Background: an optimization exercise with open tools, aiming at small area. Do not read the settings as production practice. Function was checked by simulation only, so behaviour that the tests miss may differ from the original. The flow treats the clock pin as an ideal source, which a real chip does not have. Power figures rest on the tool's default switching activity, not on a simulated workload.

[flow/design.v]
`timescale 1ns / 1ps
module clock_div(
    input clk,
    input rst,
    output tick,
    output m_tick
    );
    reg p;
    reg [8:0] s;
    reg [12:0] r;
    wire s_low0 = (s[7:0] == 8'd0);
    assign m_tick = s_low0 & ~s[8] & ~p;
    wire r_end = ((r & 13'h0bfd) == 13'h00cd);
    assign tick = r_end & ~p;
    always @(posedge clk, posedge rst)
        if (rst) begin
            p <= 1'b0;
            s <= 9'd0;
            r <= 13'd414;
        end else begin
            p <= ~p;
            s <= {s[7:0], s[8] ^ s[3] ^ (s_low0 & p)};
            r <= {r[11:0], ~(r[12] ^ r[0]) ^ r_end};
        end
endmodule
`timescale 1ns / 1ps
module debounceplz(
    input wire clk,
    input wire reset,
    input wire sw,
    input wire m_tick,
    output reg tog
    );
    reg db;
    reg [1:0] c;
    reg db_q;    
    wire x = sw ^ db;                        
    wire flip = x & m_tick & (c == 2'b10);   
    always @(posedge clk, posedge reset)
        if (reset) begin
            db <= 1'b0;
            c <= 2'b00;
            tog <= 1'b0;
        end else begin
            db <= db ^ flip;
            c[0] <= x & (~c[1] | (c[0] & ~m_tick));
            c[1] <= x & (c[0] ? (c[1] | m_tick) : (c[1] & ~m_tick));
            tog <= tog ^ (db & ~db_q);
        end
    always @(posedge clk)
        db_q <= db;
endmodule
`timescale 1ns / 1ps
module pmod_step_driver(
    input clk,
    input rst,
    input limit,
    input tick,
    input dirT,
    input enT,
    output [3:0] signal
    );
    reg v;
    reg a;
    reg [1:0] ph;
    reg d;
    assign signal = {v & ph[1] & ph[0], v & ph[1] & ~ph[0], v & ~ph[1] & ph[0], v & ~ph[1] & ~ph[0]};
    always @(posedge clk, posedge rst)
        if (rst) begin
            v <= 1'b0;
            a <= 1'b0;
        end else begin
            a <= ~limit & (tick ? enT : a);
            if (tick)
                v <= a;
        end
    always @(posedge clk)
        if (tick) begin
            ph <= v ? (d ? ph + 2'd1 : ph - 2'd1) : 2'd0;
            d <= dirT;
        end
endmodule
`timescale 1ns / 1ps
`timescale 1ns / 1ps
module pmod_step_interface(
    input clk,
    input rst,
    input [3:0] rf_input,
    input [1:0] limit_switches,
    output [3:0] signal_out,
    output [3:0] second_signal,
    output [5:0] LED
    );
    wire step_tick;
    wire db_tick;
    wire [3:0] tog;    
    clock_div clock_Div(
        .clk(clk),
        .rst(rst),
        .tick(step_tick),
        .m_tick(db_tick)
        );
    genvar i;
    generate
        for (i = 0; i < 4; i = i + 1) begin : debounce
            debounceplz db_i(
                .clk(clk),
                .reset(rst),
                .sw(rf_input[i]),
                .m_tick(db_tick),
                .tog(tog[i])
                );
        end
    endgenerate
    pmod_step_driver control(
        .clk(clk),
        .rst(rst),
        .limit(limit_switches[0]),
        .tick(step_tick),
        .dirT(tog[0]),
        .enT(tog[1]),
        .signal(signal_out)
        );
    pmod_step_driver second_control(
        .clk(clk),
        .rst(rst),
        .limit(limit_switches[1]),
        .tick(step_tick),
        .dirT(tog[2]),
        .enT(tog[3]),
        .signal(second_signal)
        );
    assign LED = {1'b0, tog[2], tog[3], 1'b0, tog[0], tog[1]};
endmodule
[flow/flow/run.sh]
#!/bin/bash
# Own layout flow: the standard synthesis, then the combinational logic between
# the standard synthesis's registers is re-mapped by ABC for area (registers,
# their names and cell types are kept as they are), then the standard ORFS
# layout with small port buffers and a small clock tree.
set -euo pipefail
W=$(pwd)
R=$W/orfs/results/$FLOW_PLATFORM/pmod_step_interface/base
LOGS=$W/orfs/logs/$FLOW_PLATFORM/pmod_step_interface/base
LIB=$FLOW_HOME/platforms/$FLOW_PLATFORM/lib/sky130_fd_sc_hd__tt_025C_1v80.lib

# 1. standard synthesis (netlist only)
bash standard.sh "$R/1_2_yosys.v" > $W/log_1_synth.txt 2>&1
cp "$R/1_2_yosys.v" $W/synth_standard.v

# 2. area re-mapping of the combinational logic
DU=$(grep -o -- "-dont_use [^ ]*" $LOGS/1_2_yosys.log | sort -u | tr '\n' ' ')
sed -e "s#@LIB@#$LIB#g" -e "s#@DU@#$DU#g" -e "s#@IN@#$W/synth_standard.v#g" \
    -e "s#@OUT@#$R/1_2_yosys.v#g" -e "s#@TOP@#$FLOW_TOP#g" flow/reabc.ys > $W/reabc.ys
yosys -s $W/reabc.ys > $W/log_2_reabc.txt 2>&1

# 3. the rest of the standard layout
source flow/knobs.sh
bash standard.sh "${KNOBS[@]}" finish > $W/log_3_layout.txt 2>&1
[flow/flow/cts_pre.tcl]
# Clock tree of a single buffer: replaces clock_tree_synthesis for this small
# design. The clock port drives one clock buffer placed at the centre of the
# registers, and that buffer drives every register's clock pin, so all
# registers see the same clock arrival.
rename clock_tree_synthesis orfs_clock_tree_synthesis
proc clock_tree_synthesis {args} {
  set cell $::env(ONE_CLKBUF_CELL)
  set block [ord::get_db_block]
  set net [$block findNet clk]
  set n 0
  set sx 0
  set sy 0
  foreach it [$net getITerms] {
    set inst [$it getInst]
    set loc [$inst getLocation]
    set sx [expr {$sx + [lindex $loc 0]}]
    set sy [expr {$sy + [lindex $loc 1]}]
    incr n
  }
  set dbu [$block getDbUnitsPerMicron]
  set x [expr {double($sx) / $n / $dbu}]
  set y [expr {double($sy) / $n / $dbu}]
  puts "one clock buffer $cell for $n clock pins at ($x, $y)"
  insert_buffer -buffer_cell $cell -net clk -location [list $x $y] \
    -buffer_name clkbuf_0_clk -net_name clknet_0_clk
  [$block findNet clknet_0_clk] setSigType CLOCK
  [$block findNet clk] setSigType CLOCK
  set_propagated_clock [all_clocks]
}
[flow/flow/knobs.sh]
export ONE_CLKBUF_CELL=sky130_fd_sc_hd__clkbuf_16
KNOBS=(
  "BUFFER_PORTS_ARGS=-buffer_cell sky130_fd_sc_hd__buf_1"
  "PRE_CTS_TCL=$W/flow/cts_pre.tcl"
)
[flow/flow/reabc.ys]
read_liberty -ignore_miss_func @LIB@
read_verilog -defer @IN@
hierarchy -top @TOP@
setattr -mod -set keep_hierarchy 1 sky130_fd_sc_hd__df* sky130_fd_sc_hd__edf* sky130_fd_sc_hd__sdf* sky130_fd_sc_hd__conb_1
flatten
opt_clean
abc -liberty @LIB@ @DU@ -script "+strash;&get -n;&st;&deepsyn -T 20;&dch;&nf -a;&put"
opt_clean -purge
rename -enumerate
tee -o reabc_stat.txt stat -liberty @LIB@
select @TOP@
write_verilog -noattr -nohex -nodec -selected @OUT@
[flow/standard.sh]
#!/bin/bash
# synth_recipe.tcl (not shown) runs the flow's synth.tcl, then flattens the netlist and writes it again
# the make line also repeats each setting of config.mk as NAME=value (left out here)
make -C /OpenROAD-flow-scripts/flow DESIGN_CONFIG=/design/flow/config.mk WORK_HOME=/design/flow/orfs CLKGATE_MAP_FILE= SYNTH_SCRIPT=/design/flow/synth_recipe.tcl "${@:-finish}"
[flow/config.mk]
export PLATFORM = sky130hd
export DESIGN_NAME = pmod_step_interface
export DESIGN_NICKNAME = pmod_step_interface
export VERILOG_FILES = /design/flow/design.v
export SDC_FILE = /design/flow/constraint.sdc
export NUM_CORES = 4
export LEC_CHECK = 0
export CAP_MARGIN = 20
export CORE_MARGIN = 2
export CORE_UTILIZATION = 40
export SLEW_MARGIN = 20
[flow/constraint.sdc]
create_clock -name core_clock -period 10.0 [get_ports {clk}]
set_input_delay 2.0000 -clock core_clock [delete_from_list [all_inputs] [get_ports {clk}]]
set_output_delay 2.0000 -clock core_clock [all_outputs]
set_load 0.01 [all_outputs]
==> results of run 1 <==
-- metrics by stage --
step	area (sq um)	util (%)	total power, W	hold slack [ns]
detailed placement	2010	45.6	0.000271	0.337
global placement	2010	45.6	0.000270	0.334
floorplan	1870	-	0.000259	0.331
-- power groups by stage --
stage	Clock [W]	Sequential (W)	Combinational, W
2_1_floorplan	0	0.000246	0.0000132
3_3_place_gp	0	0.000243	0.0000268
3_5_place_dp	0	0.000244	0.0000275
-- how the worst max path moves through the flow --
stage | depth (start not counted) | startpoint | slack (ns) | end
after floorplan | 2 | control.ph[0]$_SDFFCE_PN0P_ | 7.21 | signal_out[0]
after global placement | 3 | control.ph[0]$_SDFFCE_PN0P_ | 7.12 | signal_out[0]
after detailed placement | 3 | control.ph[0]$_SDFFCE_PN0P_ | 7.07 | signal_out[0]
==> run_results.csv, run 1 <==
group,metric,value,unit
synth,synthCells,135,
placed_design,portBuffers,19,
floorplan,start_util,42.2,%
run_status,status,"aborted with a tool error",
floorplan,die_w,72.3,um
placed_design,post-dp-hpwl,1860,um
run_status,haltStage,"clock tree synthesis (4_1_cts)",
synth,syn_avg_cell_area,13.8,sq um
run_status,tool.error,"Error: cts.tcl, 36 invalid command name \"NULL\"",
floorplan,io_pins,22,
floorplan,die_h,72.3,um
placed_design,placedCellCount,208,
placed_design,place_congestion,0.760,
floorplan,rows,24,
synth,syn_area,1860,sq um
placed_design,dp_slack,7.07,ns
synth,ys_warn_count,3,
==> run 2: changes to the inputs <==
==> flow/flow/knobs.sh (replaced) <==
export ONE_CLKBUF_CELL=sky130_fd_sc_hd__clkbuf_8
KNOBS=(
  "BUFFER_PORTS_ARGS=-buffer_cell sky130_fd_sc_hd__buf_1"
  "PRE_CTS_TCL=$W/flow/cts_pre.tcl"
)
==> run 2 against run 1 <==
The run again fails in clock tree synthesis (4_1_cts). Synthesized cell count unchanged. Synthesized area unchanged.
==> run_results.csv, run 2 <==
group,metric,value,unit
placed_design,place_congestion,0.760,
run_status,status,"aborted with a tool error",
synth,synthCells,135,
floorplan,die_h,72.3,um
placed_design,dpl_cell_area,2010,sq um
placed_design,portBuffers,19,
floorplan,rows,24,
placed_design,post-dp-hpwl,1860,um
synth,syn_area,1860,sq um
synth,syn_avg_cell_area,13.8,sq um
floorplan,io_pins,22,
run_status,tool.error,"Error: cts.tcl, 36 invalid command name \"NULL\"",
floorplan,start_util,42.2,%
floorplan,die_w,72.3,um
synth,ys_warn_count,3,
run_status,haltStage,"clock tree synthesis (4_1_cts)",
## run 2: worst max-delay path by stage
stage,cells past startpoint,from,slack [ns],endpoint
2_1_floorplan,2,control.ph[0]$_SDFFCE_PN0P_,7.21,signal_out[0]
3_3_place_gp,3,control.ph[0]$_SDFFCE_PN0P_,7.12,signal_out[0]
3_5_place_dp,3,control.ph[0]$_SDFFCE_PN0P_,7.07,signal_out[0]
## run 2: power by group through the flow
stage / logic [W] / clock network, W / registers (W)
floorplan: 0.0000132 / 0 / 0.000246
global placement: 0.0000268 / 0 / 0.000243
detailed placement: 0.0000275 / 0 / 0.000244
## run 2: through the flow
step	worst slack (ns)	hold slack (ns)	util (%)	std cells	total power, W
after floorplan	7.21	0.331	-	136	0.000259
after global placement	7.12	0.334	45.6	208	0.000270
after detailed placement	7.07	0.337	45.6	208	0.000271
